Context: an optimization exercise on an open-source flow, tuned for small area. The choices shown serve that exercise and are no tape-out recipe.
In this exercise RTL edits were held to simulation tests only and were not proved equivalent to the original.
No activity file was given, so power comes from the tool's default toggle rates.

==> design/flow/design.v <==
`timescale 1ns / 1ps
module img_proc_top(
    input           i_clk,
    input           someport, 
    input           i_data_valid,
    input [11:0]    pixel_in,
    output          o_data_valid,
    output [17:0]   o_waddr,
    output [11:0]   o_data,
    input [2:0]     filter_sel
);
    wire rst   = someport;
    wire mode2 = (filter_sel == 3'd2);
    wire mode3 = (filter_sel == 3'd3);
    wire [3:0] r_in = pixel_in[11:8];
    wire [3:0] g_in = pixel_in[7:4];
    wire [3:0] b_in = pixel_in[3:0];
    wire gy_0 = r_in[1] ^ r_in[0] ^ g_in[2];
    wire gy_1 = (r_in[1] & r_in[0]) | (r_in[1] & g_in[2]) | (r_in[0] & g_in[2]);
    wire gy_2 = r_in[2] ^ r_in[1] ^ g_in[3];
    wire gy_3 = (r_in[2] & r_in[1]) | (r_in[2] & g_in[3]) | (r_in[1] & g_in[3]);
    wire gy_4 = g_in[2] ^ g_in[0] ^ b_in[2];
    wire gy_5 = (g_in[2] & g_in[0]) | (g_in[2] & b_in[2]) | (g_in[0] & b_in[2]);
    wire gy_6 = r_in[3] ^ r_in[2] ^ g_in[3];
    wire gy_7 = (r_in[3] & r_in[2]) | (r_in[3] & g_in[3]) | (r_in[2] & g_in[3]);
    wire gy_8 = g_in[1] ^ b_in[3] ^ b_in[2];
    wire gy_9 = (g_in[1] & b_in[3]) | (g_in[1] & b_in[2]) | (b_in[3] & b_in[2]);
    wire gy_10 = r_in[3] ^ r_in[0] ^ g_in[2];
    wire gy_11 = (r_in[3] & r_in[0]) | (r_in[3] & g_in[2]) | (r_in[0] & g_in[2]);
    wire gy_12 = r_in[3] ^ r_in[1] ^ g_in[2];
    wire gy_13 = (r_in[3] & r_in[1]) | (r_in[3] & g_in[2]) | (r_in[1] & g_in[2]);
    wire gy_14 = r_in[2] ^ g_in[3] ^ g_in[0];
    wire gy_15 = (r_in[2] & g_in[3]) | (r_in[2] & g_in[0]) | (g_in[3] & g_in[0]);
    wire gy_16 = r_in[3] ^ r_in[0] ^ g_in[1];
    wire gy_17 = (r_in[3] & r_in[0]) | (r_in[3] & g_in[1]) | (r_in[0] & g_in[1]);
    wire gy_18 = g_in[0] ^ b_in[2] ^ b_in[0];
    wire gy_19 = (g_in[0] & b_in[2]) | (g_in[0] & b_in[0]) | (b_in[2] & b_in[0]);
    wire gy_20 = gy_0 ^ g_in[1] ^ b_in[3];
    wire gy_21 = (gy_0 & g_in[1]) | (gy_0 & b_in[3]) | (g_in[1] & b_in[3]);
    wire gy_22 = b_in[1] ^ b_in[0];
    wire gy_23 = b_in[1] & b_in[0];
    wire gy_24 = gy_1 ^ gy_2 ^ gy_4;
    wire gy_25 = (gy_1 & gy_2) | (gy_1 & gy_4) | (gy_2 & gy_4);
    wire gy_26 = b_in[1] ^ b_in[0];
    wire gy_27 = b_in[1] & b_in[0];
    wire gy_28 = gy_3 ^ gy_5 ^ gy_6;
    wire gy_29 = (gy_3 & gy_5) | (gy_3 & gy_6) | (gy_5 & gy_6);
    wire gy_30 = gy_8 ^ b_in[1];
    wire gy_31 = gy_8 & b_in[1];
    wire gy_32 = gy_7 ^ gy_9 ^ gy_10;
    wire gy_33 = (gy_7 & gy_9) | (gy_7 & gy_10) | (gy_9 & gy_10);
    wire gy_34 = b_in[3] ^ b_in[2];
    wire gy_35 = b_in[3] & b_in[2];
    wire gy_36 = gy_11 ^ r_in[1] ^ g_in[3];
    wire gy_37 = (gy_11 & r_in[1]) | (gy_11 & g_in[3]) | (r_in[1] & g_in[3]);
    wire gy_38 = g_in[0] ^ b_in[3];
    wire gy_39 = g_in[0] & b_in[3];
    wire gy_40 = r_in[2] ^ r_in[0] ^ g_in[1];
    wire gy_41 = (r_in[2] & r_in[0]) | (r_in[2] & g_in[1]) | (r_in[0] & g_in[1]);
    wire gy_42 = gy_12 ^ b_in[3] ^ b_in[0];
    wire gy_43 = (gy_12 & b_in[3]) | (gy_12 & b_in[0]) | (b_in[3] & b_in[0]);
    wire gy_44 = gy_13 ^ gy_14 ^ b_in[1];
    wire gy_45 = (gy_13 & gy_14) | (gy_13 & b_in[1]) | (gy_14 & b_in[1]);
    wire gy_46 = gy_15 ^ gy_16 ^ gy_18;
    wire gy_47 = (gy_15 & gy_16) | (gy_15 & gy_18) | (gy_16 & gy_18);
    wire gy_48 = gy_17 ^ gy_19 ^ gy_20;
    wire gy_49 = (gy_17 & gy_19) | (gy_17 & gy_20) | (gy_19 & gy_20);
    wire gy_50 = gy_21 ^ gy_23 ^ gy_24;
    wire gy_51 = (gy_21 & gy_23) | (gy_21 & gy_24) | (gy_23 & gy_24);
    wire gy_52 = gy_25 ^ gy_27 ^ gy_28;
    wire gy_53 = (gy_25 & gy_27) | (gy_25 & gy_28) | (gy_27 & gy_28);
    wire gy_54 = gy_29 ^ gy_31 ^ gy_32;
    wire gy_55 = (gy_29 & gy_31) | (gy_29 & gy_32) | (gy_31 & gy_32);
    wire gy_56 = gy_33 ^ gy_35 ^ gy_36;
    wire gy_57 = (gy_33 & gy_35) | (gy_33 & gy_36) | (gy_35 & gy_36);
    wire gy_58 = gy_37 ^ gy_39 ^ r_in[2];
    wire gy_59 = (gy_37 & gy_39) | (gy_37 & r_in[2]) | (gy_39 & r_in[2]);
    wire gy_60 = r_in[1] ^ g_in[0] ^ b_in[1];
    wire gy_61 = (r_in[1] & g_in[0]) | (r_in[1] & b_in[1]) | (g_in[0] & b_in[1]);
    wire gy_62 = gy_40 ^ b_in[2];
    wire gy_63 = gy_40 & b_in[2];
    wire gy_64 = gy_41 ^ gy_42;
    wire gy_65 = gy_41 & gy_42;
    wire gy_66 = gy_43 ^ gy_44;
    wire gy_67 = gy_43 & gy_44;
    wire gy_68 = gy_45 ^ gy_46;
    wire gy_69 = gy_45 & gy_46;
    wire gy_70 = gy_47 ^ gy_48 ^ gy_22;
    wire gy_71 = (gy_47 & gy_48) | (gy_47 & gy_22) | (gy_48 & gy_22);
    wire gy_72 = gy_49 ^ gy_50 ^ gy_26;
    wire gy_73 = (gy_49 & gy_50) | (gy_49 & gy_26) | (gy_50 & gy_26);
    wire gy_74 = gy_51 ^ gy_52 ^ gy_30;
    wire gy_75 = (gy_51 & gy_52) | (gy_51 & gy_30) | (gy_52 & gy_30);
    wire gy_76 = gy_53 ^ gy_54 ^ gy_34;
    wire gy_77 = (gy_53 & gy_54) | (gy_53 & gy_34) | (gy_54 & gy_34);
    wire gy_78 = gy_55 ^ gy_56 ^ gy_38;
    wire gy_79 = (gy_55 & gy_56) | (gy_55 & gy_38) | (gy_56 & gy_38);
    wire gy_80 = gy_57 ^ gy_58 ^ g_in[1];
    wire gy_81 = (gy_57 & gy_58) | (gy_57 & g_in[1]) | (gy_58 & g_in[1]);
    wire gy_82 = gy_59 ^ r_in[3] ^ g_in[2];
    wire gy_83 = (gy_59 & r_in[3]) | (gy_59 & g_in[2]) | (r_in[3] & g_in[2]);
    wire [14:0] gy_a = {1'b0, gy_83, gy_81, gy_79, gy_77, gy_75, gy_73, gy_71, gy_69, gy_67, gy_65, gy_63, gy_61, gy_60, r_in[0]};
    wire [14:0] gy_b = {1'b0, g_in[3], gy_82, gy_80, gy_78, gy_76, gy_74, gy_72, gy_70, gy_68, gy_66, gy_64, gy_62, 1'b0, b_in[0]};
    wire [14:0] gy_sum = gy_a + gy_b;
    wire [3:0] gray = gy_sum[14:11];
    wire [11:0] pix_st = {mode3 ? gray : r_in, g_in, b_in};
    reg [4:0] wcol;      
    reg [1:0] nrows;     
    reg [5:0] ph;        
    reg [9:0] ctr;       
    wire row_done = i_data_valid && (wcol == 5'd31);
    wire trigger  = row_done && nrows[1];
    wire primed   = (nrows == 2'd3);
    wire pop      = (ph >= 6'd2) && (ph <= 6'd33);   
    wire outv     = (ph >= 6'd5);                     
    always @(posedge i_clk) begin
        if (rst) begin
            wcol  <= 5'd0;
            nrows <= 2'd0;
            ph    <= 6'd0;
        end else begin
            if (i_data_valid) wcol <= wcol + 5'd1;
            if (row_done && !primed) nrows <= nrows + 2'd1;
            if (trigger) ph <= 6'd1;
            else if (ph == 6'd36) ph <= 6'd0;
            else if (ph != 6'd0) ph <= ph + 6'd1;
        end
    end
    always @(posedge i_clk) begin
        if (rst || ctr == 10'd767) ctr <= 10'd0;
        else if (outv) ctr <= ctr + 10'd1;
    end
    wire [31:0] low;
    genvar i;
    generate
        for (i = 0; i < 32; i = i + 1) begin : g_low
            assign low[i] = pop && (ph <= 6'd33 - i);
        end
    endgenerate
    reg [383:0] qo, qm, qn;
    wire chain = pop || (i_data_valid && !primed);
    wire [31:0] en_n = {32{i_data_valid}} | low;
    always @(posedge i_clk)
        if (chain) begin
            qo <= {qm[11:0], qo[383:12]};
            qm <= {qn[11:0], qm[383:12]};
        end
    generate
        for (i = 0; i < 31; i = i + 1) begin : g_n
            always @(posedge i_clk)
                if (en_n[i]) qn[i*12 +: 12] <= qn[(i+1)*12 +: 12];
        end
    endgenerate
    always @(posedge i_clk)
        if (en_n[31]) qn[383:372] <= pix_st;
    reg [23:0] wrap;
    always @(posedge i_clk)
        if (ph == 6'd2) wrap <= qo[23:0];
    wire last1 = (ph == 6'd32);
    wire last2 = (ph == 6'd33);
    wire last  = last1 || last2;
    wire [35:0] O = {last2 ? wrap[23:12] : (last1 ? wrap[11:0] : qo[35:24]),
                     last2 ? wrap[11:0] : qo[23:12],
                     qo[11:0]};
    wire [35:0] M = {last ? qo[35:24] : qm[35:24],
                     last2 ? qo[23:12] : qm[23:12],
                     qm[11:0]};
    wire [35:0] N = {last ? qm[35:24] : qn[35:24],
                     last2 ? qm[23:12] : qn[23:12],
                     qn[11:0]};
    wire ga0_0 = N[9] ^ N[20] ^ N[33];
    wire ga0_1 = (N[9] & N[20]) | (N[9] & N[33]) | (N[20] & N[33]);
    wire ga0_2 = N[10] ^ N[21] ^ N[34];
    wire ga0_3 = (N[10] & N[21]) | (N[10] & N[34]) | (N[21] & N[34]);
    wire ga0_4 = M[9] ^ M[20] ^ M[33];
    wire ga0_5 = (M[9] & M[20]) | (M[9] & M[33]) | (M[20] & M[33]);
    wire ga0_6 = N[11] ^ N[22] ^ N[35];
    wire ga0_7 = (N[11] & N[22]) | (N[11] & N[35]) | (N[22] & N[35]);
    wire ga0_8 = M[10] ^ M[21] ^ M[34];
    wire ga0_9 = (M[10] & M[21]) | (M[10] & M[34]) | (M[21] & M[34]);
    wire ga0_10 = O[11] ^ O[22] ^ O[35];
    wire ga0_11 = (O[11] & O[22]) | (O[11] & O[35]) | (O[22] & O[35]);
    wire ga0_12 = N[23] ^ M[11] ^ M[22];
    wire ga0_13 = (N[23] & M[11]) | (N[23] & M[22]) | (M[11] & M[22]);
    wire ga0_14 = ga0_0 ^ M[8] ^ M[32];
    wire ga0_15 = (ga0_0 & M[8]) | (ga0_0 & M[32]) | (M[8] & M[32]);
    wire ga0_16 = ga0_1 ^ ga0_2 ^ ga0_4;
    wire ga0_17 = (ga0_1 & ga0_2) | (ga0_1 & ga0_4) | (ga0_2 & ga0_4);
    wire ga0_18 = O[10] ^ O[21] ^ O[34];
    wire ga0_19 = (O[10] & O[21]) | (O[10] & O[34]) | (O[21] & O[34]);
    wire ga0_20 = ga0_3 ^ ga0_5 ^ ga0_6;
    wire ga0_21 = (ga0_3 & ga0_5) | (ga0_3 & ga0_6) | (ga0_5 & ga0_6);
    wire ga0_22 = ga0_8 ^ ga0_10;
    wire ga0_23 = ga0_8 & ga0_10;
    wire ga0_24 = ga0_7 ^ ga0_9 ^ ga0_11;
    wire ga0_25 = (ga0_7 & ga0_9) | (ga0_7 & ga0_11) | (ga0_9 & ga0_11);
    wire ga0_26 = ga0_12 ^ M[35] ^ O[23];
    wire ga0_27 = (ga0_12 & M[35]) | (ga0_12 & O[23]) | (M[35] & O[23]);
    wire ga0_28 = N[8] ^ N[32] ^ O[8];
    wire ga0_29 = (N[8] & N[32]) | (N[8] & O[8]) | (N[32] & O[8]);
    wire ga0_30 = ga0_14 ^ O[9] ^ O[20];
    wire ga0_31 = (ga0_14 & O[9]) | (ga0_14 & O[20]) | (O[9] & O[20]);
    wire ga0_32 = ga0_15 ^ ga0_16 ^ ga0_18;
    wire ga0_33 = (ga0_15 & ga0_16) | (ga0_15 & ga0_18) | (ga0_16 & ga0_18);
    wire ga0_34 = ga0_17 ^ ga0_19 ^ ga0_20;
    wire ga0_35 = (ga0_17 & ga0_19) | (ga0_17 & ga0_20) | (ga0_19 & ga0_20);
    wire ga0_36 = ga0_21 ^ ga0_23 ^ ga0_24;
    wire ga0_37 = (ga0_21 & ga0_23) | (ga0_21 & ga0_24) | (ga0_23 & ga0_24);
    wire ga0_38 = ga0_25 ^ ga0_27 ^ ga0_13;
    wire ga0_39 = (ga0_25 & ga0_27) | (ga0_25 & ga0_13) | (ga0_27 & ga0_13);
    wire ga0_40 = ga0_29 ^ ga0_30 ^ O[33];
    wire ga0_41 = (ga0_29 & ga0_30) | (ga0_29 & O[33]) | (ga0_30 & O[33]);
    wire ga0_42 = ga0_31 ^ ga0_32;
    wire ga0_43 = ga0_31 & ga0_32;
    wire ga0_44 = ga0_33 ^ ga0_34 ^ ga0_22;
    wire ga0_45 = (ga0_33 & ga0_34) | (ga0_33 & ga0_22) | (ga0_34 & ga0_22);
    wire ga0_46 = ga0_35 ^ ga0_36 ^ ga0_26;
    wire ga0_47 = (ga0_35 & ga0_36) | (ga0_35 & ga0_26) | (ga0_36 & ga0_26);
    wire ga0_48 = ga0_37 ^ ga0_38 ^ M[23];
    wire ga0_49 = (ga0_37 & ga0_38) | (ga0_37 & M[23]) | (ga0_38 & M[23]);
    wire [7:0] ga0_a = {1'b0, ga0_49, ga0_47, ga0_45, ga0_43, ga0_41, ga0_40, ga0_28};
    wire [7:0] ga0_b = {1'b0, ga0_39, ga0_48, ga0_46, ga0_44, ga0_42, 1'b0, O[32]};
    wire [7:0] ga0_sum = ga0_a + ga0_b;
    wire [3:0] gs0 = ga0_sum[7:4];
    wire ga1_0 = N[5] ^ N[16] ^ N[29];
    wire ga1_1 = (N[5] & N[16]) | (N[5] & N[29]) | (N[16] & N[29]);
    wire ga1_2 = N[6] ^ N[17] ^ N[30];
    wire ga1_3 = (N[6] & N[17]) | (N[6] & N[30]) | (N[17] & N[30]);
    wire ga1_4 = M[5] ^ M[16] ^ M[29];
    wire ga1_5 = (M[5] & M[16]) | (M[5] & M[29]) | (M[16] & M[29]);
    wire ga1_6 = N[7] ^ N[18] ^ N[31];
    wire ga1_7 = (N[7] & N[18]) | (N[7] & N[31]) | (N[18] & N[31]);
    wire ga1_8 = M[6] ^ M[17] ^ M[30];
    wire ga1_9 = (M[6] & M[17]) | (M[6] & M[30]) | (M[17] & M[30]);
    wire ga1_10 = O[7] ^ O[18] ^ O[31];
    wire ga1_11 = (O[7] & O[18]) | (O[7] & O[31]) | (O[18] & O[31]);
    wire ga1_12 = N[19] ^ M[7] ^ M[18];
    wire ga1_13 = (N[19] & M[7]) | (N[19] & M[18]) | (M[7] & M[18]);
    wire ga1_14 = ga1_0 ^ M[4] ^ M[28];
    wire ga1_15 = (ga1_0 & M[4]) | (ga1_0 & M[28]) | (M[4] & M[28]);
    wire ga1_16 = ga1_1 ^ ga1_2 ^ ga1_4;
    wire ga1_17 = (ga1_1 & ga1_2) | (ga1_1 & ga1_4) | (ga1_2 & ga1_4);
    wire ga1_18 = O[6] ^ O[17] ^ O[30];
    wire ga1_19 = (O[6] & O[17]) | (O[6] & O[30]) | (O[17] & O[30]);
    wire ga1_20 = ga1_3 ^ ga1_5 ^ ga1_6;
    wire ga1_21 = (ga1_3 & ga1_5) | (ga1_3 & ga1_6) | (ga1_5 & ga1_6);
    wire ga1_22 = ga1_8 ^ ga1_10;
    wire ga1_23 = ga1_8 & ga1_10;
    wire ga1_24 = ga1_7 ^ ga1_9 ^ ga1_11;
    wire ga1_25 = (ga1_7 & ga1_9) | (ga1_7 & ga1_11) | (ga1_9 & ga1_11);
    wire ga1_26 = ga1_12 ^ M[31] ^ O[19];
    wire ga1_27 = (ga1_12 & M[31]) | (ga1_12 & O[19]) | (M[31] & O[19]);
    wire ga1_28 = N[4] ^ N[28] ^ O[4];
    wire ga1_29 = (N[4] & N[28]) | (N[4] & O[4]) | (N[28] & O[4]);
    wire ga1_30 = ga1_14 ^ O[5] ^ O[16];
    wire ga1_31 = (ga1_14 & O[5]) | (ga1_14 & O[16]) | (O[5] & O[16]);
    wire ga1_32 = ga1_15 ^ ga1_16 ^ ga1_18;
    wire ga1_33 = (ga1_15 & ga1_16) | (ga1_15 & ga1_18) | (ga1_16 & ga1_18);
    wire ga1_34 = ga1_17 ^ ga1_19 ^ ga1_20;
    wire ga1_35 = (ga1_17 & ga1_19) | (ga1_17 & ga1_20) | (ga1_19 & ga1_20);
    wire ga1_36 = ga1_21 ^ ga1_23 ^ ga1_24;
    wire ga1_37 = (ga1_21 & ga1_23) | (ga1_21 & ga1_24) | (ga1_23 & ga1_24);
    wire ga1_38 = ga1_25 ^ ga1_27 ^ ga1_13;
    wire ga1_39 = (ga1_25 & ga1_27) | (ga1_25 & ga1_13) | (ga1_27 & ga1_13);
    wire ga1_40 = ga1_29 ^ ga1_30 ^ O[29];
    wire ga1_41 = (ga1_29 & ga1_30) | (ga1_29 & O[29]) | (ga1_30 & O[29]);
    wire ga1_42 = ga1_31 ^ ga1_32;
    wire ga1_43 = ga1_31 & ga1_32;
    wire ga1_44 = ga1_33 ^ ga1_34 ^ ga1_22;
    wire ga1_45 = (ga1_33 & ga1_34) | (ga1_33 & ga1_22) | (ga1_34 & ga1_22);
    wire ga1_46 = ga1_35 ^ ga1_36 ^ ga1_26;
    wire ga1_47 = (ga1_35 & ga1_36) | (ga1_35 & ga1_26) | (ga1_36 & ga1_26);
    wire ga1_48 = ga1_37 ^ ga1_38 ^ M[19];
    wire ga1_49 = (ga1_37 & ga1_38) | (ga1_37 & M[19]) | (ga1_38 & M[19]);
    wire [7:0] ga1_a = {1'b0, ga1_49, ga1_47, ga1_45, ga1_43, ga1_41, ga1_40, ga1_28};
    wire [7:0] ga1_b = {1'b0, ga1_39, ga1_48, ga1_46, ga1_44, ga1_42, 1'b0, O[28]};
    wire [7:0] ga1_sum = ga1_a + ga1_b;
    wire [3:0] gs1 = ga1_sum[7:4];
    wire ga2_0 = N[1] ^ N[12] ^ N[25];
    wire ga2_1 = (N[1] & N[12]) | (N[1] & N[25]) | (N[12] & N[25]);
    wire ga2_2 = N[2] ^ N[13] ^ N[26];
    wire ga2_3 = (N[2] & N[13]) | (N[2] & N[26]) | (N[13] & N[26]);
    wire ga2_4 = M[1] ^ M[12] ^ M[25];
    wire ga2_5 = (M[1] & M[12]) | (M[1] & M[25]) | (M[12] & M[25]);
    wire ga2_6 = N[3] ^ N[14] ^ N[27];
    wire ga2_7 = (N[3] & N[14]) | (N[3] & N[27]) | (N[14] & N[27]);
    wire ga2_8 = M[2] ^ M[13] ^ M[26];
    wire ga2_9 = (M[2] & M[13]) | (M[2] & M[26]) | (M[13] & M[26]);
    wire ga2_10 = O[3] ^ O[14] ^ O[27];
    wire ga2_11 = (O[3] & O[14]) | (O[3] & O[27]) | (O[14] & O[27]);
    wire ga2_12 = N[15] ^ M[3] ^ M[14];
    wire ga2_13 = (N[15] & M[3]) | (N[15] & M[14]) | (M[3] & M[14]);
    wire ga2_14 = ga2_0 ^ M[0] ^ M[24];
    wire ga2_15 = (ga2_0 & M[0]) | (ga2_0 & M[24]) | (M[0] & M[24]);
    wire ga2_16 = ga2_1 ^ ga2_2 ^ ga2_4;
    wire ga2_17 = (ga2_1 & ga2_2) | (ga2_1 & ga2_4) | (ga2_2 & ga2_4);
    wire ga2_18 = O[2] ^ O[13] ^ O[26];
    wire ga2_19 = (O[2] & O[13]) | (O[2] & O[26]) | (O[13] & O[26]);
    wire ga2_20 = ga2_3 ^ ga2_5 ^ ga2_6;
    wire ga2_21 = (ga2_3 & ga2_5) | (ga2_3 & ga2_6) | (ga2_5 & ga2_6);
    wire ga2_22 = ga2_8 ^ ga2_10;
    wire ga2_23 = ga2_8 & ga2_10;
    wire ga2_24 = ga2_7 ^ ga2_9 ^ ga2_11;
    wire ga2_25 = (ga2_7 & ga2_9) | (ga2_7 & ga2_11) | (ga2_9 & ga2_11);
    wire ga2_26 = ga2_12 ^ M[27] ^ O[15];
    wire ga2_27 = (ga2_12 & M[27]) | (ga2_12 & O[15]) | (M[27] & O[15]);
    wire ga2_28 = N[0] ^ N[24] ^ O[0];
    wire ga2_29 = (N[0] & N[24]) | (N[0] & O[0]) | (N[24] & O[0]);
    wire ga2_30 = ga2_14 ^ O[1] ^ O[12];
    wire ga2_31 = (ga2_14 & O[1]) | (ga2_14 & O[12]) | (O[1] & O[12]);
    wire ga2_32 = ga2_15 ^ ga2_16 ^ ga2_18;
    wire ga2_33 = (ga2_15 & ga2_16) | (ga2_15 & ga2_18) | (ga2_16 & ga2_18);
    wire ga2_34 = ga2_17 ^ ga2_19 ^ ga2_20;
    wire ga2_35 = (ga2_17 & ga2_19) | (ga2_17 & ga2_20) | (ga2_19 & ga2_20);
    wire ga2_36 = ga2_21 ^ ga2_23 ^ ga2_24;
    wire ga2_37 = (ga2_21 & ga2_23) | (ga2_21 & ga2_24) | (ga2_23 & ga2_24);
    wire ga2_38 = ga2_25 ^ ga2_27 ^ ga2_13;
    wire ga2_39 = (ga2_25 & ga2_27) | (ga2_25 & ga2_13) | (ga2_27 & ga2_13);
    wire ga2_40 = ga2_29 ^ ga2_30 ^ O[25];
    wire ga2_41 = (ga2_29 & ga2_30) | (ga2_29 & O[25]) | (ga2_30 & O[25]);
    wire ga2_42 = ga2_31 ^ ga2_32;
    wire ga2_43 = ga2_31 & ga2_32;
    wire ga2_44 = ga2_33 ^ ga2_34 ^ ga2_22;
    wire ga2_45 = (ga2_33 & ga2_34) | (ga2_33 & ga2_22) | (ga2_34 & ga2_22);
    wire ga2_46 = ga2_35 ^ ga2_36 ^ ga2_26;
    wire ga2_47 = (ga2_35 & ga2_36) | (ga2_35 & ga2_26) | (ga2_36 & ga2_26);
    wire ga2_48 = ga2_37 ^ ga2_38 ^ M[15];
    wire ga2_49 = (ga2_37 & ga2_38) | (ga2_37 & M[15]) | (ga2_38 & M[15]);
    wire [7:0] ga2_a = {1'b0, ga2_49, ga2_47, ga2_45, ga2_43, ga2_41, ga2_40, ga2_28};
    wire [7:0] ga2_b = {1'b0, ga2_39, ga2_48, ga2_46, ga2_44, ga2_42, 1'b0, O[24]};
    wire [7:0] ga2_sum = ga2_a + ga2_b;
    wire [3:0] gs2 = ga2_sum[7:4];
    wire sb_0 = N[21] ^ N[33] ^ M[33];
    wire sb_1 = (N[21] & N[33]) | (N[21] & M[33]) | (N[33] & M[33]);
    wire sb_2 = N[22] ^ N[34] ^ M[34];
    wire sb_3 = (N[22] & N[34]) | (N[22] & M[34]) | (N[34] & M[34]);
    wire sb_4 = N[23] ^ N[35] ^ M[35];
    wire sb_5 = (N[23] & N[35]) | (N[23] & M[35]) | (N[35] & M[35]);
    wire sb_6 = N[20] ^ N[32] ^ M[32];
    wire sb_7 = (N[20] & N[32]) | (N[20] & M[32]) | (N[32] & M[32]);
    wire sb_8 = sb_0 ^ ~M[9] ^ ~O[9];
    wire sb_9 = (sb_0 & ~M[9]) | (sb_0 & ~O[9]) | (~M[9] & ~O[9]);
    wire sb_10 = sb_1 ^ sb_2 ^ ~M[10];
    wire sb_11 = (sb_1 & sb_2) | (sb_1 & ~M[10]) | (sb_2 & ~M[10]);
    wire sb_12 = sb_3 ^ sb_4 ^ ~M[11];
    wire sb_13 = (sb_3 & sb_4) | (sb_3 & ~M[11]) | (sb_4 & ~M[11]);
    wire sb_14 = ~O[11] ^ ~O[23] ^ 1'b1;
    wire sb_15 = (~O[11] & ~O[23]) | (~O[11] & 1'b1) | (~O[23] & 1'b1);
    wire sb_16 = N[9] ^ O[33] ^ M[9];
    wire sb_17 = (N[9] & O[33]) | (N[9] & M[9]) | (O[33] & M[9]);
    wire sb_18 = N[10] ^ O[34] ^ M[10];
    wire sb_19 = (N[10] & O[34]) | (N[10] & M[10]) | (O[34] & M[10]);
    wire sb_20 = N[11] ^ O[35] ^ M[11];
    wire sb_21 = (N[11] & O[35]) | (N[11] & M[11]) | (O[35] & M[11]);
    wire sb_22 = O[23] ^ O[10] ^ 1'b1;
    wire sb_23 = (O[23] & O[10]) | (O[23] & 1'b1) | (O[10] & 1'b1);
    wire sb_24 = sb_6 ^ ~M[8] ^ ~O[8];
    wire sb_25 = (sb_6 & ~M[8]) | (sb_6 & ~O[8]) | (~M[8] & ~O[8]);
    wire sb_26 = sb_7 ^ sb_8 ^ ~O[21];
    wire sb_27 = (sb_7 & sb_8) | (sb_7 & ~O[21]) | (sb_8 & ~O[21]);
    wire sb_28 = sb_9 ^ sb_10 ^ ~O[10];
    wire sb_29 = (sb_9 & sb_10) | (sb_9 & ~O[10]) | (sb_10 & ~O[10]);
    wire sb_30 = sb_11 ^ sb_12 ^ sb_14;
    wire sb_31 = (sb_11 & sb_12) | (sb_11 & sb_14) | (sb_12 & sb_14);
    wire sb_32 = sb_13 ^ sb_15 ^ sb_5;
    wire sb_33 = (sb_13 & sb_15) | (sb_13 & sb_5) | (sb_15 & sb_5);
    wire sb_34 = N[8] ^ O[32] ^ M[8];
    wire sb_35 = (N[8] & O[32]) | (N[8] & M[8]) | (O[32] & M[8]);
    wire sb_36 = sb_16 ^ O[21] ^ O[8];
    wire sb_37 = (sb_16 & O[21]) | (sb_16 & O[8]) | (O[21] & O[8]);
    wire sb_38 = sb_17 ^ sb_18 ^ O[22];
    wire sb_39 = (sb_17 & sb_18) | (sb_17 & O[22]) | (sb_18 & O[22]);
    wire sb_40 = sb_19 ^ sb_20 ^ sb_22;
    wire sb_41 = (sb_19 & sb_20) | (sb_19 & sb_22) | (sb_20 & sb_22);
    wire sb_42 = sb_21 ^ sb_23 ^ O[11];
    wire sb_43 = (sb_21 & sb_23) | (sb_21 & O[11]) | (sb_23 & O[11]);
    wire sb_44 = sb_25 ^ sb_26 ^ 1'b1;
    wire sb_45 = (sb_25 & sb_26) | (sb_25 & 1'b1) | (sb_26 & 1'b1);
    wire sb_46 = sb_27 ^ sb_28 ^ ~O[22];
    wire sb_47 = (sb_27 & sb_28) | (sb_27 & ~O[22]) | (sb_28 & ~O[22]);
    wire sb_48 = sb_29 ^ sb_30;
    wire sb_49 = sb_29 & sb_30;
    wire sb_50 = sb_31 ^ sb_32;
    wire sb_51 = sb_31 & sb_32;
    wire sb_52 = sb_37 ^ sb_38 ^ O[9];
    wire sb_53 = (sb_37 & sb_38) | (sb_37 & O[9]) | (sb_38 & O[9]);
    wire sb_54 = sb_39 ^ sb_40;
    wire sb_55 = sb_39 & sb_40;
    wire sb_56 = sb_41 ^ sb_42 ^ 1'b1;
    wire sb_57 = (sb_41 & sb_42) | (sb_41 & 1'b1) | (sb_42 & 1'b1);
    wire [14:0] sb_a = {1'b0, 1'b1, sb_57, sb_55, sb_53, sb_52, sb_35, sb_34, 1'b1, sb_51, sb_49, sb_47, sb_45, sb_44, sb_24};
    wire [14:0] sb_b = {1'b0, 1'b0, sb_43, sb_56, sb_54, 1'b0, sb_36, O[20], 1'b0, sb_33, sb_50, sb_48, sb_46, 1'b0, ~O[20]};
    wire [14:0] sb_sum = sb_a + sb_b;
    wire edge_px = sb_sum[14];
    wire [11:0] res = mode3 ? {12{edge_px}} : {gs0, gs1, gs2};
    reg [11:0] r1, r2, r3;
    always @(posedge i_clk) begin
        r1 <= res;
        r2 <= r1;
        r3 <= r2;
    end
    assign o_data       = r3;
    assign o_data_valid = (mode2 || mode3) && outv;
    assign o_waddr      = {9'd0, ctr[9:1]};
endmodule
==> design/flow/run.sh <==
#!/bin/bash
# synth_recipe.tcl (not shown) runs the flow's synth.tcl, then flattens the netlist and writes it again
# the make line also repeats each setting of config.mk as NAME=value (left out here)
make -C /OpenROAD-flow-scripts/flow DESIGN_CONFIG=/design/flow/config.mk WORK_HOME=/design/flow/orfs CLKGATE_MAP_FILE= SYNTH_SCRIPT=/design/flow/synth_recipe.tcl finish
==> design/flow/config.mk <==
export PLATFORM = sky130hd
export DESIGN_NAME = img_proc_top
export DESIGN_NICKNAME = img_proc_top
export VERILOG_FILES = /design/flow/design.v
export SDC_FILE = /design/flow/constraint.sdc
export NUM_CORES = 4
export LEC_CHECK = 0
export CAP_MARGIN = 20
export CORE_MARGIN = 2
export CORE_UTILIZATION = 45
export CTS_BUF_LIST = sky130_fd_sc_hd__clkbuf_8
export CTS_CLUSTER_DIAMETER = 55
export CTS_CLUSTER_SIZE = 17
export GPL_TIMING_DRIVEN = 0
export SLEW_MARGIN = 20
==> design/flow/constraint.sdc <==
create_clock -name core_clock -period 10.0 [get_ports {i_clk}]
set_input_delay 2.0000 -clock core_clock [delete_from_list [all_inputs] [get_ports {i_clk}]]
set_output_delay 2.0000 -clock core_clock [all_outputs]
set_load 0.01 [all_outputs]
==> results of run 1 <==
[metal layers]
metal  up-vias  GRT usage (%)
met3       114           2.21
met4         0           4.32
met2       297           19.7
met5         -              0
met1      8863           18.8
li1       7820              -
[final timing paths]
| check | from | slack (ps) | cells after the start | endpoint |
|---|---|---|---|---|
| setup / recovery | ph[1] | 2980 | 20 | r1[3] |
| hold / removal | r2[1] | 330 | 0 | r3[1] |
| setup reg to reg | ph[1] | 2980 | 20 | r1[3] |
| hold reg to reg | r2[1] | 330 | 0 | r3[1] |
[area by class of cell]
cell class	count	area (sq um)
fillers	7543	47200
flip-flops and latches	1235	36500
multi-input cells	568	5880
well taps	1265	1580
clock buffers	109	1500
clock inverters	72	782
repair buffers	53	763
inverters	175	657
plain buffers	46	263
diodes	1	2.50
[logic make-up (layout without fill, tap and decap cells)]
logic type / count (synthesis) / after routing / share of synthesized area [%]
AOI/OAI and AO/OA: 121 / 121 / 1.88
other: 1 / 10 / 0.00867
buffers and inverters: 221 / 455 / 2.12
xor gates and xnor gates: 29 / 29 / 0.587
DFF: 1235 / 1235 / 84.4
adders and majority gates: 188 / 188 / 7.52
and+or+nand+nor: 149 / 149 / 1.73
muxes: 72 / 72 / 1.75
[synthesized netlist by cell type, types with 6 or more instances]
library cell	n
or2_2	8
nor3_1	9
edfxtp_1	1176
nand2_1	25
inv_1	175
mux2_2	28
o21bai_1	6
a21oi_1	27
buf_4	18
clkbuf_1	19
mux2i_1	44
fa_1	120
o21ai_0	23
nand3_1	18
nor2_1	51
a31oi_1	7
dfxtp_1	59
o31ai_1	6
and3_1	6
ha_1	67
xnor2_1	15
a21o_1	29
xor2_1	14
[report_power, final]
part | internal, mW | switching, mW | total (mW) | leakage [nW]
Combinational | 0.419 | 0.585 | 1.00 | 3.95
Sequential | 6.03 | 0.104 | 6.14 | 11.4
Clock | 1.33 | 1.68 | 3.01 | 1.19
[flip-flops by register name, summed over array words and instances (netlist names), 5 cells and up]
register and cells:
qn 384, r2 12, qm 384, ph 6, wcol 5, qo 384
ctr 10, wrap 24, r3 12, r1 12
[per-stage QoR]
step           cell area (sq um)  util, %
5_1_grt                    47900     50.4
4_1_cts                    47900     50.4
3_5_place_dp               45600     48.0
6_report                   47900     50.4
2_1_floorplan              43300        -
3_3_place_gp               45200     47.5
==> flow_summary.ini, run 1 <==
[run_status]
status = complete, no violations

[setup_path]
cp-end-kind = flip-flop
crit_type = reg -> reg
cp_max_fo = 10
cp_top_family = adder cells
crit_top_cell = fa_1
cp.buffers_inverters = 6
arrival_ps = 7600
critPathLaunchType = flip-flop
slowest_delay_ps = 730
slowest_stage = clkbuf_1
cp_data_required_time_ps = 10580
crit_chain = inv_1 > ha_1 > clkbuf_1 > nand2_2 > buf_6 > clkbuf_1 > buf_2 > mux2i_1 > fa_1 > fa_1 > fa_1 > fa_1 > inv_1 > ha_1 > a21oi_1 > nor2_1 > a2111oi_0 > a31oi_2 > nor2_1 > a21oi_1

[clock_network]
cts_sinks = 1235
clk_path_buf_depth = 3
ctsHoldBuffers = 0
clk_latency_ps = 770
clk_pin_slew_ps = 90
htree_levels = 3
ctsResizeCount = 0
cts_tree = done
numCtsBuffers = 102
cts_root_buf = clkbuf_8
cts_setup_buffers = 0

[floorplanning]
die_h_um = 314
core_area_sq_um = 95200
pin_count = 49
num_rows = 113
start_util_pct = 45.4
dieArea_sq_um = 98600
die_w_um = 314

[power]
irDropWorstVdd_v = 0.000101
powerDensity_nw_per_um2 = 212
leakage_nw = 16.5
p_total_mw = 10.2

[placement]
dp_hpwl_um = 38400
port_buffers = 38
pre_cts_ws_ps = 2930
gp_congestion = 0.811
placed_cells = 3342

[detailed_routing]
met1_length_um = 29900
dr_wl_met3_um = 2440
vias = 17100
wl_per_cell_um = 17.8
highest_layer = met4
ant_nets = 0
wl_um = 62700
routed_via_density = 4.85
route.met2.wl_um = 28700
drt_iter0_markers = 1394
firstDrtPassIters = 5
drc = 0

[grt]
grt_pass1_vias = 17600
overflow = 0
grt_start_max_net_pins = 63
grt.total_usage_pct = 12.8
grt_pass1_wl_um = 98800
antenna_found_initial = 2

[synthesis]
yosys_most_used_dff = edfxtp_1
synth_top_area_share_pct = 81.7
syn_area_sq_um = 43200
synth_top_area_cell = edfxtp_1
ys_types = 57
synth.avg_cell_area_sq_um = 21.4
synth_area_leaders = edfxtp_1, fa_1, dfxtp_1, ha_1, inv_1
synth_cells = 2016
async_flop_share_pct = 0
yosys_warnings = 1
ys_seq_area_share_pct = 84.4
synth_edf_count = 1176
ys_ff_latch = 1235

[timing]
timing.hold.ws_ps = 327
fmax_ghz = 0.142
period_share_pct = 70.2
rsz0062_at_grt = false
tns_ps = 0
finalCriticalPeriod_ps = 7020
slew_viol_final = 0
relSlewSlack_pct = 26.7
fin_worst_skew_ps = 72.5
report.final.hold_viol_count = 0
tightest_slew_ps = 1100
worst_slack_ps = 2980
setup_viol_count_final = 0

[layout]
final_common_cell = edfxtp_1
most-common-layout-cells = edfxtp_1, inv_1, fa_1
synthToLayoutAreaGrowth_pct = 10.8
finalNonFillerCells = 3524
final_nets = 2386
drive_gt1_share_pct = 11.0

[min_path]
hp-class = reg -> reg

[flow_run]
drv_cap = 0
==> run 2, diff against run 1 <==
==> design/flow/config.mk (replaced) <==
export PLATFORM = sky130hd
export DESIGN_NAME = img_proc_top
export DESIGN_NICKNAME = img_proc_top
export VERILOG_FILES = /design/flow/design.v
export SDC_FILE = /design/flow/constraint.sdc
export NUM_CORES = 4
export LEC_CHECK = 0
export CAP_MARGIN = 0
export CORE_MARGIN = 2
export CORE_UTILIZATION = 55
export CTS_BUF_LIST = sky130_fd_sc_hd__clkbuf_4
export CTS_CLUSTER_DIAMETER = 50
export CTS_CLUSTER_SIZE = 8
export GPL_TIMING_DRIVEN = 0
export SLEW_MARGIN = 0
==> run 2 against run 1 <==
Still clean on timing, DRC and antenna. Sequential power is essentially flat. Clock skew is 9.0 ps lower. Design area fell by 1.3%. Flip-flop and latch count unchanged. Final cell count down 4.4%. Via count grew 2.3%. Non-clock buffer count is 3 lower. Register-to-register slack better by 80 ps. Critical path type unchanged. Critical endpoint is now r1[7]. Largest cell class unchanged.
==> flow_summary.ini, run 2 <==
[run_status]
status = complete, no violations

[synthesis]
synth.avg_cell_area_sq_um = 21.4
async_flop_share_pct = 0
syn_area_sq_um = 43200
yosysMostFrequentCell = edfxtp_1
synth_area_leaders = edfxtp_1, fa_1, dfxtp_1, ha_1, inv_1
synth_cells = 2016
ys_ff_latch = 1235
synth_top_area_share_pct = 81.7
synth_edf_count = 1176
ys_seq_area_share_pct = 84.4
synth_top_area_cell = edfxtp_1
synth_common_cells = edfxtp_1, inv_1, fa_1
ys_types = 57
yosys_most_used_dff = edfxtp_1
yosys_warnings = 1

[clock_network]
clk_path_buf_depth = 3
clk_pin_slew_ps = 90
htree_levels = 4
clk_latency_ps = 1040
cts_root_buf = clkbuf_4
ctsResizeCount = 0
cts_sinks = 1235
cts_setup_buffers = 0
cts_tree = done
numCtsBuffers = 176
ctsHoldBuffers = 0

[setup_path]
slowest_delay_ps = 720
critPathLaunchType = flip-flop
cp_max_fo = 10
cp_data_required_time_ps = 10860
crit_chain = inv_1 > ha_1 > clkbuf_1 > nand2_1 > nand2_1 > buf_2 > mux2_2 > fa_1 > inv_1 > fa_1 > inv_1 > fa_1 > ha_1 > ha_1 > a21oi_1 > nor2_1 > a2111oi_0 > a31oi_2 > nor2_1 > a21oi_1
crit_type = reg -> reg
slowest_stage = clkbuf_1
cp_top_family = adder cells
arrival_ps = 7790
cp.buffers_inverters = 5
cp-end-kind = flip-flop

[grt]
grt.total_usage_pct = 16.3
grt_pass1_wl_um = 100000
grt_pass1_vias = 18000
antenna_found_initial = 3
grt_start_max_net_pins = 84
overflow = 0

[floorplanning]
dieArea_sq_um = 80900
die_w_um = 284
pin_count = 49
core_area_sq_um = 77600
num_rows = 102
die_h_um = 284
start_util_pct = 55.7

[timing]
tightest_slew_ps = 1350
slew_viol_final = 0
period_share_pct = 69.4
report.final.hold_viol_count = 0
finalCriticalPeriod_ps = 6940
worst_slack_ps = 3060
relSlewSlack_pct = 9.82
fin_worst_skew_ps = 63.5
fmax_ghz = 0.144
rsz0062_at_grt = false
setup_viol_count_final = 0
tns_ps = 0

[placement]
port_buffers = 38
placed_cells = 3114
gp_congestion = 0.787
dp_hpwl_um = 39500
pre_cts_ws_ps = 3100
placed_area_sq_um = 45300

[power]
powerDensity_nw_per_um2 = 210
clkPwrFrac_pct = 28.1
seq_power_share_pct = 61.9
leakage_nw = 16.5
irDropWorstVdd_v = 0.000115
combinationalPowerShare_pct = 10.0
p_switching_mw = 2.28
p_int_mw = 7.64
p_sw_share_pct = 23.0

[layout]
most-common-layout-cells = edfxtp_1, clkbuf_4, inv_1
drive_gt1_share_pct = 14.1
finalNonFillerCells = 3368
final_nets = 2457
reg.largest.list = qm (384), qn (384), qo (384)
finalInstanceArea_sq_um = 47300
final_common_cell = edfxtp_1
synthToLayoutAreaGrowth_pct = 9.38
nFillCells = 5632

[detailed_routing]
wl_um = 64500
drc = 0
drt_iter0_markers = 1269
vias = 17500
firstDrtPassIters = 5
routed_via_density = 5.19
ant_nets = 0
wl_per_cell_um = 19.2

[flow_run]
drv_cap = 0

[min_path]
hp-class = reg -> reg
[run 2: changes by cell type in the layout (fill, tap and decap cells not counted), sizes merged]
cell      before  now
clkbuf       128  243
inv          208  182
clkinv        21    7
diode          1    7
clkinvlp       8    3
bufinv        10    6
buf           42   39
[run 2: path summary, 6_finish.rpt]
path	startpoint	end	slack (ps)	depth (start not counted)
worst min register to register	r2[4]	r3[4]	330	0
worst max register to register	ph[0]	r1[7]	3060	20
worst min-delay path	r2[4]	r3[4]	330	0
worst max-delay path	ph[0]	r1[7]	3060	20
[run 2: power by group through the flow]
stage               sequential, mW  clock [mW]  combinational [mW]
floorplan                     6.25           0               0.692
global placement              6.30           0               0.975
detailed placement            6.26           0                1.01
CTS                           6.15        2.93                1.02
global route                  6.18        3.13                1.15
finish                        6.14        2.79               0.996
[run 2: cell families (layout without fill, tap and decap cells)]
group / count (synthesis) / after routing / share of synthesized area [%]
AND/OR/NAND/NOR: 149 / 149 / 1.73
flip-flops: 1235 / 1235 / 84.4
XOR/XNOR: 29 / 29 / 0.587
adder cells (fa/ha/maj): 188 / 188 / 7.52
buffers and inverters: 221 / 518 / 2.12
other: 1 / 16 / 0.00867
multiplexers: 72 / 72 / 1.75
AO/OA/AOI/OAI: 121 / 121 / 1.88
[run 2: area by class of cell]
type / instances / area (sq um) / share of cell area, %
clock buffers: 224 / 1680 / 3.56
clock inverters: 23 / 308 / 0.651
repair buffers: 50 / 703 / 1.49
flip-flops and latches: 1235 / 36500 / 77.2
diodes: 7 / 17.5 / 0.0370
well taps: 1040 / 1300 / 2.75
inverters: 175 / 657 / 1.39
plain buffers: 46 / 262 / 0.553
multi-input cells: 568 / 5870 / 12.4
[run 2: through the flow]
stage          utilization (%)  hold WS (ps)  power [mW]
2_1_floorplan                -           310        6.94
3_3_place_gp              57.9           315        7.28
3_5_place_dp              58.4           312        7.28
4_1_cts                   60.9           326        10.1
5_1_grt                   60.9           322        10.5
6_report                  61.0           328        9.92
[run 2: metal layers]
layer | up-vias | part of all wire [%] | track usage, % | wire length [um]
li1 | 8018 | - | - | -
met1 | 8925 | 46 | 23.3 | 29700
met2 | 399 | 46 | 24.4 | 29700
met3 | 147 | 5.1 | 3.75 | 3290
met4 | 2 | 2.9 | 7.14 | 1840
met5 | - | 0.020 | 0 | 13
==> run 3, diff against run 2 <==
--- a/design/flow/config.mk
+++ b/design/flow/config.mk
@@ -8,5 +8,5 @@
 export CAP_MARGIN = 0
 export CORE_MARGIN = 2
-export CORE_UTILIZATION = 55
+export CORE_UTILIZATION = 45
 export CTS_BUF_LIST = sky130_fd_sc_hd__clkbuf_4
 export CTS_CLUSTER_DIAMETER = 50
==> run 3 against run 2 <==
Still clean on timing, DRC and antenna. Via count hardly changed. Clock skew is 33 ps higher. Count of clock-buffer cells in the layout is 2 higher. Non-clock buffer count is 2 lower. Clock power down 2%. Combinational power is essentially flat. First-iteration DRC count about the same. Synthesized area stayed put. Die area rose by 22%. Maximum frequency is 0.12% higher. Register-to-register slack about the same. Sequential power about the same.
==> flow_summary.ini, run 3 <==
[layout]
final_nets = 2455
final_common_cell = edfxtp_1
drive_gt1_share_pct = 14.1
fin_util_pct = 49.9
reg.largest.list = qm (384), qn (384), qo (384)
most-common-layout-cells = edfxtp_1, clkbuf_4, inv_1
synthToLayoutAreaGrowth_pct = 9.79

[floorplanning]
num_rows = 113
start_util_pct = 45.4
dieArea_sq_um = 98600
core_area_sq_um = 95200
die_w_um = 314
pin_count = 49
die_h_um = 314

[detailed_routing]
wl_per_cell_um = 17.8
ant_nets = 0
routed_via_density = 4.87
vias = 17500
drc = 0
drt_iter0_markers = 1268
wl_um = 63800
firstDrtPassIters = 5

[synthesis]
ys_types = 57
yosysMostFrequentCell = edfxtp_1
synth_top_area_share_pct = 81.7
async_flop_share_pct = 0
yosys_warnings = 1
yosys_most_used_dff = edfxtp_1
ys_seq_area_share_pct = 84.4
synth_edf_count = 1176
synth_cells = 2016
synth_area_leaders = edfxtp_1, fa_1, dfxtp_1, ha_1, inv_1
syn_area_sq_um = 43200
synth_top_area_cell = edfxtp_1
synth.avg_cell_area_sq_um = 21.4
synth_common_cells = edfxtp_1, inv_1, fa_1
ys_ff_latch = 1235

[timing]
fmax_ghz = 0.144
setup_viol_count_final = 0
fin_worst_skew_ps = 96.7
rsz0062_at_grt = false
relSlewSlack_pct = 12.9
tightest_slew_ps = 1300
worst_slack_ps = 3070
report.final.hold_viol_count = 0
finalCriticalPeriod_ps = 6930
slew_viol_final = 0
period_share_pct = 69.3

[power]
leakage_nw = 16.4
irDropWorstVdd_v = 0.0000956
powerDensity_nw_per_um2 = 208
p_total_mw = 9.88

[setup_path]
crit_type = reg -> reg
arrival_ps = 7800
slowest_stage = clkbuf_1
regToRegSetupSlack_ps = 3070
cp_data_required_time_ps = 10870
slowest_delay_ps = 700
cp-end-kind = flip-flop
crit_chain = inv_1 > ha_1 > clkbuf_1 > nand2_2 > buf_6 > clkbuf_1 > buf_2 > mux2i_1 > fa_1 > fa_1 > fa_1 > fa_1 > inv_1 > ha_1 > a21oi_1 > nor2_1 > a2111oi_0 > a31oi_2 > nand2_2 > o31ai_1
crit_top_cell = fa_1
cp_max_fo = 10
critPathLaunchType = flip-flop

[placement]
pre_cts_ws_ps = 2980
gp_congestion = 0.811
dp_hpwl_um = 38000
port_buffers = 38

[clock_network]
ctsHoldBuffers = 0
cts_setup_buffers = 0
numCtsBuffers = 176
clk_latency_ps = 1070
cts_root_buf = clkbuf_4
clk_path_buf_depth = 3
cts_sinks = 1235
htree_levels = 4
cts_tree = done
clk_pin_slew_ps = 90
ctsResizeCount = 0

[grt]
grt.total_usage_pct = 13.2
grt_pass1_vias = 18400
overflow = 0
antenna_found_initial = 3
grt_pass1_wl_um = 101000
grt_start_max_net_pins = 85

[min_path]
hp-class = reg -> reg

[flow_run]
drv_cap = 0

[run_status]
status = complete, no violations
[run 3: critical path, delay by kind of cell (launching register included)]
family	cells	cell delay (ps)
simple gates	3	490
flops	1	490
buf+inv	6	1950
fa+ha+maj	6	2340
mux	1	430
compound gates	4	1060
[run 3: layout make-up]
class,instances,area [sq um]
Timing Repair Buffer,48,656
Clock inverter,23,235
Clock buffer,226,1700
Multi-Input combinational cell,568,5870
Sequential cell,1235,36500
Inverter,175,657
Buffer,46,262
Tap cell,1265,1580
Antenna cell,5,12.5
Fill cell,7622,47700
[run 3: path summary, 6_finish.rpt]
| path | start | to | cells after the start |
|---|---|---|---|
| hold reg to reg | r2[11] | r3[11] | 0 |
| hold / removal | r2[11] | r3[11] | 0 |
| setup reg to reg | ph[1] | r1[2] | 20 |
| setup / recovery | ph[1] | r1[2] | 20 |
[run 3: logic make-up (layout without fill, tap and decap cells)]
kind of cell / Yosys count / count (layout) / share of synthesized area, %
buf+inv: 221 / 518 / 2.12
fa+ha+maj: 188 / 188 / 7.52
flops: 1235 / 1235 / 84.4
other cells: 1 / 14 / 0.00867
simple gates: 149 / 149 / 1.73
compound gates: 121 / 121 / 1.88
xor+xnor: 29 / 29 / 0.587
mux: 72 / 72 / 1.75
[run 3: metal layers]
| metal | routed length (um) | global-route usage [%] | vias up |
|---|---|---|---|
| met3 | 3030 | 3.36 | 120 |
| met2 | 29000 | 19.8 | 361 |
| met1 | 30500 | 18.9 | 8977 |
| met5 | 0 | 0 | - |
| li1 | - | - | 8021 |
| met4 | 1320 | 5.01 | 0 |
[run 3: through the flow]
stage	TNS [ps]	hold slack (ps)	instances	cell area, sq um
after CTS	0	320	3586	47500
after detailed placement	0	312	3337	45500
after global routing	0	325	3590	47500
after floorplan	0	310	2024	43300
final	0	324	3591	47500
after global placement	-105790	315	3327	45200
[run 3: where the power goes]
part / internal [mW] / switching (mW) / total (mW)
clock: 1.13 / 1.62 / 2.74
sequential: 6.03 / 0.103 / 6.14
combinational: 0.415 / 0.587 / 1.00
==> run 4, diff against run 3 <==
--- a/design/flow/config.mk
+++ b/design/flow/config.mk
@@ -10,6 +10,6 @@
 export CORE_UTILIZATION = 45
 export CTS_BUF_LIST = sky130_fd_sc_hd__clkbuf_4
-export CTS_CLUSTER_DIAMETER = 50
-export CTS_CLUSTER_SIZE = 8
+export CTS_CLUSTER_DIAMETER = 40
+export CTS_CLUSTER_SIZE = 10
 export GPL_TIMING_DRIVEN = 0
 export SLEW_MARGIN = 0
==> run 4 against run 3 <==
Still clean. First-iteration DRC count increased by 14%. Die area is the same. Final cell count is 0.31% lower. Global-route usage down 0.073 points. Synthesized cell count stayed put. Count of clock-buffer cells in the layout is 41 lower. Flip-flop and latch count stayed put. Design area barely moved. Core utilization about the same. Sequential power is essentially flat. Combinational power about the same. Critical endpoint is now r1[3]. Largest power group unchanged.
==> flow_summary.ini, run 4 <==
[run_status]
status = complete, no violations

[timing]
slew_viol_final = 0
setup_viol_count_final = 0
tightest_slew_ps = 1330
rsz0062_at_grt = false
report.final.hold_viol_count = 0
finalCriticalPeriod_ps = 6950
fmax_ghz = 0.144
period_share_pct = 69.5
fin_worst_skew_ps = 62.0
relSlewSlack_pct = 11.3

[synthesis]
yosysMostFrequentCell = edfxtp_1
yosys_most_used_dff = edfxtp_1
ys_types = 57
async_flop_share_pct = 0
syn_area_sq_um = 43200
synth_edf_count = 1176
synth_top_area_cell = edfxtp_1
synth_cells = 2016
synth_top_area_share_pct = 81.7
synth_common_cells = edfxtp_1, inv_1, fa_1
yosys_warnings = 1
ys_seq_area_share_pct = 84.4
synth.avg_cell_area_sq_um = 21.4
ys_ff_latch = 1235
synth_area_leaders = edfxtp_1, fa_1, dfxtp_1, ha_1, inv_1

[detailed_routing]
wl_per_cell_um = 17.7
ant_nets = 0
vias = 17300
firstDrtPassIters = 5
drt_iter0_markers = 1441
routed_via_density = 4.84
wl_um = 63400
drc = 0

[min_path]
hp-start = r1[5]
hp-class = reg -> reg

[layout]
fin_util_pct = 49.9
final_nets = 2437
finalNonFillerCells = 3580
drive_gt1_share_pct = 13.2
synthToLayoutAreaGrowth_pct = 9.82
most-common-layout-cells = edfxtp_1, clkbuf_4, inv_1
final_common_cell = edfxtp_1
nFillCells = 7597
reg.largest.list = qm (384), qn (384), qo (384)

[setup_path]
cp_data_required_time_ps = 10840
startpoint = ph[1]
regToRegSetupSlack_ps = 3050
cp_max_fo = 10
arrival_ps = 7800
cp-end-kind = flip-flop
critPathLaunchType = flip-flop
r2r_start = ph[1]
crit_type = reg -> reg

[grt]
grtUsageMet3_pct = 3.21
grt_use_met1_pct = 18.9
grt_start_max_net_pins = 85
busiest_layer = met2
use_met2_pct = 19.7
antenna_found_initial = 3
overflow = 0
grt_pass1_wl_um = 100000
grt_pass1_vias = 18100
grt.total_usage_pct = 13.2

[clock_network]
cts_root_buf = clkbuf_4
cts_sinks = 1235
htree_levels = 4
ctsResizeCount = 0
clk_pin_slew_ps = 110
cts_setup_buffers = 0
clk_path_buf_depth = 3
cts_tree = done
ctsHoldBuffers = 0
clk_latency_ps = 1050
numCtsBuffers = 158

[placement]
dp_hpwl_um = 38000
port_buffers = 38
gp_congestion = 0.811
placed_cells = 3337

[floorplanning]
die_w_um = 314
die_h_um = 314
num_rows = 113
dieArea_sq_um = 98600
pin_count = 49
core_area_sq_um = 95200
start_util_pct = 45.4

[power]
powerDensity_nw_per_um2 = 209
irDropWorstVdd_v = 0.000106
leakage_nw = 16.4

[flow_run]
drv_cap = 0
run 4: cell counts after synthesis:
No cell type changed its count.
run 4: area by class of cell:
cell class	instances	area, sq um	area share, %
repair buffers	48	656	1.38
flip-flops and latches	1235	36500	76.9
clock inverters	53	558	1.18
diodes	5	12.5	0.0263
well taps	1265	1580	3.33
plain buffers	46	262	0.551
multi-input cells	568	5870	12.4
inverters	175	657	1.38
clock buffers	185	1390	2.92
run 4: power by group:
| group | leakage, nW | internal [mW] | switching [mW] | total (mW) |
|---|---|---|---|---|
| combinational | 3.90 | 0.414 | 0.585 | 0.999 |
| sequential | 11.4 | 6.03 | 0.104 | 6.14 |
| clock | 1.11 | 1.15 | 1.62 | 2.77 |
run 4: path summary, 6_finish.rpt:
path / cells after the start / to
min reg2reg: 0 / r2[5]
min: 0 / r2[5]
max reg2reg: 20 / r1[3]
max: 20 / r1[3]
run 4: cells by family (layout without fill, tap and decap cells):
logic type,after synthesis,count (layout),synth area share [%]
xor gates and xnor gates,29,29,0.587
muxes,72,72,1.75
and+or+nand+nor,149,149,1.73
buffers and inverters,221,507,2.12
adders and majority gates,188,188,7.52
DFF,1235,1235,84.4
AOI/OAI and AO/OA,121,121,1.88
other,1,14,0.00867
run 4: metrics by stage:
step	TNS, ps	total power, mW	cell area (sq um)	setup WS (ps)	hold WS (ps)
6_report	0	9.91	47500	3050	328
5_1_grt	0	10.5	47500	2630	333
4_1_cts	0	10.1	47500	3040	326
3_5_place_dp	0	7.27	45500	2980	312
3_3_place_gp	-105790	7.26	45200	-250	315
2_1_floorplan	0	6.94	43300	2240	310
run 4: worst max-delay path, stage by stage (launching register included):
cell	delay [ps]
dfxtp_1	500
inv_1	160
ha_1	210
clkbuf_1	310
nand2_2	180
buf_6	180
clkbuf_1	680
buf_2	560
mux2i_1	430
fa_1	480
fa_1	530
fa_1	440
fa_1	490
inv_1	40
ha_1	180
a21oi_1	120
nor2_1	50
a2111oi_0	520
a31oi_2	180
nor2_1	350
a21oi_1	170
run 4: routing by layer:
layer	up-vias	routed length, um
met1	8884	30100
li1	7996	-
met3	93	3150
met4	0	1190
met2	354	29000
met5	-	0
==> run 5, diff against run 4 <==
--- a/design/flow/design.v
+++ b/design/flow/design.v
@@ -139,11 +139,20 @@
     endgenerate
     reg [383:0] qo, qm, qn;
-    wire chain = pop || (i_data_valid && !primed);
+    wire fill  = i_data_valid && !primed;
+    wire chain = pop || fill;
+    wire pop_o = (ph >= 6'd2) && (ph <= 6'd35);
+    wire rot_o = (ph == 6'd2) || (ph == 6'd3);
+    reg [11:0] d1, d2;
+    always @(posedge i_clk) begin
+        d1 <= qm[11:0];
+        d2 <= d1;
+    end
     wire [31:0] en_n = {32{i_data_valid}} | low;
     always @(posedge i_clk)
-        if (chain) begin
-            qo <= {qm[11:0], qo[383:12]};
+        if (pop_o || fill)
+            qo <= {fill ? qm[11:0] : (rot_o ? qo[11:0] : d2), qo[383:12]};
+    always @(posedge i_clk)
+        if (chain)
             qm <= {qn[11:0], qm[383:12]};
-        end
     generate
         for (i = 0; i < 31; i = i + 1) begin : g_n
@@ -154,15 +163,10 @@
     always @(posedge i_clk)
         if (en_n[31]) qn[383:372] <= pix_st;
-    reg [23:0] wrap;
-    always @(posedge i_clk)
-        if (ph == 6'd2) wrap <= qo[23:0];
     wire last1 = (ph == 6'd32);
     wire last2 = (ph == 6'd33);
     wire last  = last1 || last2;
-    wire [35:0] O = {last2 ? wrap[23:12] : (last1 ? wrap[11:0] : qo[35:24]),
-                     last2 ? wrap[11:0] : qo[23:12],
-                     qo[11:0]};
-    wire [35:0] M = {last ? qo[35:24] : qm[35:24],
-                     last2 ? qo[23:12] : qm[23:12],
+    wire [35:0] O = qo[35:0];
+    wire [35:0] M = {last ? qo[59:48] : qm[35:24],
+                     last2 ? qo[47:36] : qm[23:12],
                      qm[11:0]};
     wire [35:0] N = {last ? qm[35:24] : qn[35:24],
--- a/design/flow/config.mk
+++ b/design/flow/config.mk
@@ -8,8 +8,8 @@
 export CAP_MARGIN = 0
 export CORE_MARGIN = 2
-export CORE_UTILIZATION = 45
+export CORE_UTILIZATION = 50
 export CTS_BUF_LIST = sky130_fd_sc_hd__clkbuf_4
-export CTS_CLUSTER_DIAMETER = 40
-export CTS_CLUSTER_SIZE = 10
+export CTS_CLUSTER_DIAMETER = 45
+export CTS_CLUSTER_SIZE = 9
 export GPL_TIMING_DRIVEN = 0
 export SLEW_MARGIN = 0
==> run 5 against run 4 <==
Sequential share of layout area up 0.19 points. Count of clock-buffer cells in the layout increased by 27. Combinational power rose by 37%. Clock skew is 9.9 ps higher. Global-route usage is 1.8 points higher. Critical path depth decreased by 1. Die area decreased by 11%. Via count up 0.21%. Highest routed layer is now met5.
==> flow_summary.ini, run 5 <==
[run_status]
status = complete, no violations

[detailed_routing]
drt_iter0_markers = 1230
drc = 0
routed_via_density = 5.03
firstDrtPassIters = 7
vias = 17400
ant_nets = 0
wl_per_cell_um = 18.4
wl_um = 63600

[power]
p_switching_mw = 2.55
leakage_nw = 16.8
irDropWorstVdd_v = 0.000107
p_sw_share_pct = 24.1
p_total_mw = 10.6
combinationalPowerShare_pct = 13.0
seq_power_share_pct = 60.2
powerDensity_nw_per_um2 = 224
p_int_mw = 8.00
clkPwrFrac_pct = 26.8

[setup_path]
r2r_start = ph[1]
critPathLaunchType = flip-flop
cp_max_fo = 10
cp_data_required_time_ps = 10830
startpoint = ph[1]
cp-end-kind = flip-flop
crit_type = reg -> reg
arrival_ps = 7600

[layout]
reg.largest.list = qm (384), qn (384), qo (384)
seqCellArea_sq_um = 36300
finalNonFillerCells = 3451
most-common-layout-cells = edfxtp_1, clkbuf_4, inv_1
drive_gt1_share_pct = 14.5
synthToLayoutAreaGrowth_pct = 9.90
final_common_cell = edfxtp_1
nFillCells = 6444
final_nets = 2423
multiInputGateArea_sq_um = 5850
fin_util_pct = 55.3

[synthesis]
synth_area_leaders = edfxtp_1, fa_1, dfxtp_1, ha_1, inv_1
async_flop_share_pct = 0
syn_area_sq_um = 42800
synth_top_area_cell = edfxtp_1
synth_cells = 1988
yosysMostFrequentCell = edfxtp_1
synth_common_cells = edfxtp_1, inv_1, fa_1
yosys_most_used_dff = edfxtp_1
ys_types = 64
ys_ff_latch = 1235
ys_seq_area_share_pct = 84.7
synth_edf_count = 1152
synth_top_area_share_pct = 80.8
yosys_warnings = 1
synth.avg_cell_area_sq_um = 21.5

[timing]
period_share_pct = 67.7
worst_slack_ps = 3230
report.final.hold_viol_count = 0
slew_viol_final = 0
timing.hold.ws_ps = 327
tightest_slew_ps = 1150
fin_worst_skew_ps = 71.8
relSlewSlack_pct = 23.4
fmax_ghz = 0.148
finalCriticalPeriod_ps = 6770
rsz0062_at_grt = false
setup_viol_count_final = 0

[grt]
antenna_found_initial = 4
grt.total_usage_pct = 15.0
grt_start_max_net_pins = 80
overflow = 0
grt_pass1_vias = 18100
grt_pass1_wl_um = 99800

[floorplanning]
dieArea_sq_um = 88000
die_w_um = 297
core_area_sq_um = 85000
start_util_pct = 50.4
pin_count = 49
num_rows = 107
die_h_um = 297

[clock_network]
cts_root_buf = clkbuf_4
clk_pin_slew_ps = 100
numCtsBuffers = 165
ctsResizeCount = 0
cts_tree = done
clk_latency_ps = 1030
cts_sinks = 1235
cts_setup_buffers = 0
ctsHoldBuffers = 0
clk_path_buf_depth = 3
htree_levels = 4

[placement]
port_buffers = 38
pre_cts_ws_ps = 3080
dp_hpwl_um = 38600
placed_cells = 3195
gp_congestion = 0.829

[flow_run]
drv_cap = 0

[min_path]
hp-start = r2[11]
hp-class = reg -> reg
-- run 5: cell count changes after synthesis, moves of 11 or more --
cell / delta
inv_1: -39
nand2_1: +37
dfxtp_1: +24
edfxtp_1: -24
a21o_1: -22
o21ai_0: +18
a21oi_1: -11
-- run 5: cell families (layout without fill, tap and decap cells) --
| family | after synthesis | count (layout) | synth area share (%) |
|---|---|---|---|
| xor+xnor | 23 | 23 | 0.470 |
| other cells | 1 | 15 | 0.00876 |
| buf+inv | 182 | 487 | 1.79 |
| simple gates | 183 | 183 | 2.12 |
| mux | 66 | 66 | 1.66 |
| compound gates | 110 | 110 | 1.67 |
| fa+ha+maj | 188 | 188 | 7.59 |
| flops | 1235 | 1235 | 84.7 |
-- run 5: routing by layer --
metal	GRT usage (%)	up-vias	wire length, um
met4	5.83	2	1570
li1	-	7952	-
met5	0	-	13
met1	22.1	8876	30800
met3	3.80	141	3110
met2	21.8	392	28100
-- run 5: final cells by class --
class	instances	area share (%)
Sequential cell	1235	77.1
Multi-Input combinational cell	579	12.4
Clock buffer	212	3.38
Tap cell	1144	3.04
Timing Repair Buffer	55	1.51
Inverter	138	1.10
Clock inverter	38	0.928
Buffer	44	0.529
Antenna cell	6	0.0319
-- run 5: worst paths after layout --
check | end | slack [ps] | cells after the start
worst max-delay path | r1[9] | 3230 | 19
worst min-delay path | r3[11] | 330 | 0
worst max register to register | r1[9] | 3230 | 19
worst min register to register | r3[11] | 330 | 0
-- run 5: critical path: stages, from the launching register on --
cell and delay, ps:
dfxtp_1 520, inv_1 240, ha_1 230, clkbuf_1 230, nand2_2 340, buf_2 460
mux2i_1 350, inv_1 110, fa_1 540, inv_1 60, fa_1 470, fa_1 520
inv_1 50, fa_1 450, ha_1 300, nand4bb_1 100, a21oi_1 70, o41ai_1 580
a21oi_1 520, or2_2 490
-- run 5: power groups by stage --
stage	logic, mW	registers [mW]	clock network, mW
5_1_grt	1.56	6.40	3.19
4_1_cts	1.38	6.36	2.98
6_report	1.37	6.35	2.83
3_3_place_gp	1.31	6.51	0
2_1_floorplan	0.927	6.44	0
3_5_place_dp	1.37	6.47	0
-- run 5: metrics by stage --
stage	setup TNS [ps]	cell area, sq um
floorplan	0	42800
global placement	-603880	44700
detailed placement	0	45000
CTS	0	47000
global route	0	47000
finish	0	47100

## afterwards: timing with drivers on the ports
Ports are ideal in the flow. The routed layouts listed here were re-timed in OpenROAD.
Step 1, drivers: a clkbuf_16 drives i_clk and a buf_2 each remaining input, both assumed.
Step 2 moves the port delays by t, midway between the first and last clock arrival at a register: inputs arrive t later, outputs are due t later. That takes back most of the time a late clock gives input paths.
Three values: ideal ports, drivers, drivers and shift; two values: the first two.
run	shift t [ns]	setup slack, ns	hold WS [ns]	cell pins on the clock port's net
run 1	0.798	2.981 / 2.981 / 2.981	0.327 / 0.327 / 0.327	1
run 2	1.067	3.062 / 3.062 / 3.062	0.328 / 0.328 / 0.328	1
run 3	1.076	3.071 / 3.071 / 3.071	0.324 / 0.324 / 0.324	1
run 4	1.072	3.049 / 3.049 / 3.049	0.328 / 0.328 / 0.328	1
run 5	1.046	3.231 / 3.231 / 3.122	0.327 / 0.327 / 0.327	1
After both steps every run listed still meets setup and hold. The setup slack of run 5, which loses most, moves by 0.000 ns with the drivers and by -0.109 ns with both steps.
